Source: an optimization exercise on an open RTL-to-GDS flow (aim: small area). Production flows keep margins and buffers that such runs may drop. At most, simulation tests tie the RTL to the original design; equivalence was not proved. No activity file was given, so power comes from the tool's default toggle rates.

== maple ==
==> flow/design.v <==
module RAM_aoi3(s0, d0, s1, d1, s2, d2, y);
input s0, d0, s1, d1, s2, d2;
output y;
assign y = ~((s0 & d0) | (s1 & d1) | (s2 & d2));
endmodule
module RAM_nor2(a, b, y);
input a, b;
output y;
assign y = ~(a | b);
endmodule
module RAM_(clk,rst_n,din,rx_valid,dout,tx_valid);
parameter MEM_DEPTH = 256;
parameter ADDR_SIZE = 8;
parameter DATA_WIDTH = 8;
input clk,rst_n,rx_valid;
input wire [9:0] din;
output reg [7:0] dout;
output reg tx_valid;
reg [DATA_WIDTH-1:0] mem [MEM_DEPTH-1:0];
reg [7:0] temp_address;
wire [15:0] lo_n, hi_n;
genvar gi, gj;
generate
	for (gi = 0; gi < 16; gi = gi + 1) begin : g_pre
		assign lo_n[gi] = ~(temp_address[3:0] == gi);
		assign hi_n[gi] = ~(temp_address[7:4] == gi);
	end
endgenerate
wire [MEM_DEPTH-1:0] sel;
generate
	for (gi = 0; gi < MEM_DEPTH; gi = gi + 1) begin : g_sel
		RAM_nor2 u_sel(.a(lo_n[gi % 16]), .b(hi_n[gi / 16]), .y(sel[gi]));
	end
endgenerate
reg [7:0] rdata;
wire [85:0] term_n [7:0];
generate
	for (gj = 0; gj < 8; gj = gj + 1) begin : g_bit
		for (gi = 0; gi < 85; gi = gi + 1) begin : g_term
			RAM_aoi3 u_t(.s0(sel[3*gi]),   .d0(mem[3*gi][gj]),
			             .s1(sel[3*gi+1]), .d1(mem[3*gi+1][gj]),
			             .s2(sel[3*gi+2]), .d2(mem[3*gi+2][gj]),
			             .y(term_n[gj][gi]));
		end
		assign term_n[gj][85] = ~(sel[255] & mem[255][gj]);
	end
endgenerate
integer i, j;
always @(*) begin
	for (j = 0; j < 8; j = j + 1)
		rdata[j] = ~(&term_n[j]);
end
wire wr = rst_n & (din[9:8] == 2'b01) & rx_valid;
wire [7:0] wdata = wr ? din[7:0] : rdata;
integer k;
always @(posedge clk) begin
	for (k = 0; k < MEM_DEPTH; k = k + 1)
		if (sel[k])
			mem[k] <= wdata;
end
always @(posedge clk) begin
	if (rst_n & ((din[9:8] == 2'b00 & rx_valid) | (din[9:8] == 2'b10)))
		temp_address <= din[7:0];
end
always @(posedge clk or negedge rst_n) begin
	if (~rst_n) begin
		dout <= 'b0;
		tx_valid <= 0;
	end
	else begin
		case(din[9:8])
			2'b00, 2'b01 : tx_valid <= 0;
			2'b10 : ;
			2'b11 : begin
				dout <= rdata;
				tx_valid <= 1;
			end
		endcase
	end
end
endmodule
export LEC_CHECK = 0
export CAP_MARGIN = 10
export CORE_MARGIN = 2
export CORE_UTILIZATION = 75
export CTS_CLUSTER_SIZE = 30
export SLEW_MARGIN = 10
export SYNTH_HIERARCHICAL = 1
export SYNTH_MEMORY_MAX_BITS = 4096
create_clock -name core_clock -period 6.0 [get_ports {clk}]
run.sh (not shown) runs the stock make flow with config.mk's settings and CLKGATE_MAP_FILE= SYNTH_SCRIPT=/design/flow/synth_recipe.tcl, a recipe that flattens the netlist after the stock synthesis.
The inputs of harbor differ from those of maple as listed below.
Settings: removing CTS_CLUSTER_SIZE (formerly 30); changing CORE_UTILIZATION from 75 to 65; changing SLEW_MARGIN from 10 to 20; changing CAP_MARGIN from 10 to 20.
Findings:
Comparing maple and harbor, the higher areal power density over the cells is on maple. Relative to maple, the worst endpoint required time of harbor is higher by 0.08 ns. A capturing element of the worst setup path of mem[181][1] is what maple shows, while mem[24][7] belongs to harbor. harbor against maple: clock power held steady; die boundary height now larger; total global-route track usage decreased 6.9 points. For clock skew, maple and harbor come out practically identical. Comparing maximum clock frequency for maple and harbor, the bigger number came from harbor. Delta (harbor minus maple): first-iteration DRC count -20%; pin count of the biggest net entering global routing now sits lower. harbor against maple: count of clock-buffer cells in the layout picked up an extra 37; final wirelength lost about 5.5%.
Function was not checked in any run of this note: the RTL went through the layout flow alone.

========
## the previous run
Another version of the RTL of RAM_ (not shown whole).
For scale: ~4,200 cells after synthesis, about 2,100 flip-flops, ~22 I/O pins, about 59,000 sq um of cells after synthesis.
clock: 6.0 ns
lec_check: 0
cap_margin: 20
core_margin: 2
core_utilization: 70
cts_cluster_diameter: 90
cts_cluster_size: 25
slew_margin: 20
synth_hierarchical: 1
synth_memory_max_bits: 4096
The previous run reached the final stage; the timing, DRC and antenna checks on its layout passed.
Relative to the previous run, the following input files were edited for the current run:
- CORE_UTILIZATION now 55, was 70
Notes after the runs:
- The current run: flow complete, layout not clean; failing: negative setup slack
- Between the current run and the previous run, it is the current run whose met2 wire length is higher, by 13%.
- Changes observed in the current run relative to the previous run: utilization now smaller; final cell count now larger.
- Met2 usage (the current run over the previous run): decrease, 6.8 points
- In the current run, the clock share of power came out 0.3 points above the value in the previous run.
- The current run ended up with a lower global-route usage over all layers than the previous run did.

========
RAM_, a different RTL version from the one above (not shown whole).
Size in the first run: ~2,100 flip-flops, about 22 I/O pins, ~59,000 sq um of cells after synthesis.
clock: 6.0 ns
lec_check: 0
cap_margin: 20
core_margin: 2
core_utilization: 65
cts_cluster_diameter: 100
cts_cluster_size: 30
slew_margin: 20
synth_hierarchical: 1
synth_memory_max_bits: 4096
The first run completed with no timing, DRC or antenna violations.
Rerun with:
- CORE_UTILIZATION: 65 -> 72
- CTS_CLUSTER_DIAMETER: 100 -> 90
=>
- non-clock buffer count goes down by 3
- die area is lower by 9.6%
- worst setup slack improved by 0.26 ns
- maximum frequency rises by 4.9%
- final cell count fell by 2.1%
- register-to-register slack gains 0.26 ns
- via count goes up by 0.49%
- design area barely changes
- clock skew is about the same
- first-iteration DRC count falls by 5.6%
- total power is about the same

==> static timing again, ports no longer ideal <==
How much do the figures lean on ideal ports? The routed layouts below were timed once more, with nothing changed but the port constraints. Step 1: set_driving_cell puts a clkbuf_16 on clk and a buf_2 on each other input, an assumption about the parent block. Step 2 times the ports against the registers' clock, not the clock port: input delays grow and output delays shrink by t, the midpoint of the rising clock arrivals with the driver on. Slacks: ideal / step 1 / step 2; pairs: ideal / step 1.
run | t, ns | setup slack, ns | worst slew at a driven data input, ns | cell pins on the clock port's net
maple | 0.841 | 0.354 / 0.354 / 0.354 | 0.16 | 1
harbor | 0.852 | 0.723 / 0.723 / 0.723 | 0.04 | 1
the previous run | 0.760 | 0.043 / 0.043 / 0.043 | 0.07 | 1
the current run | 0.798 | -0.018 / -0.018 / -0.018 | 0.04 | 1
the first run of note 3 | 0.762 | 0.400 / 0.400 / 0.400 | 0.05 | 1
the second run of note 3 | 0.748 | 0.664 / 0.664 / 0.664 | 0.03 | 1
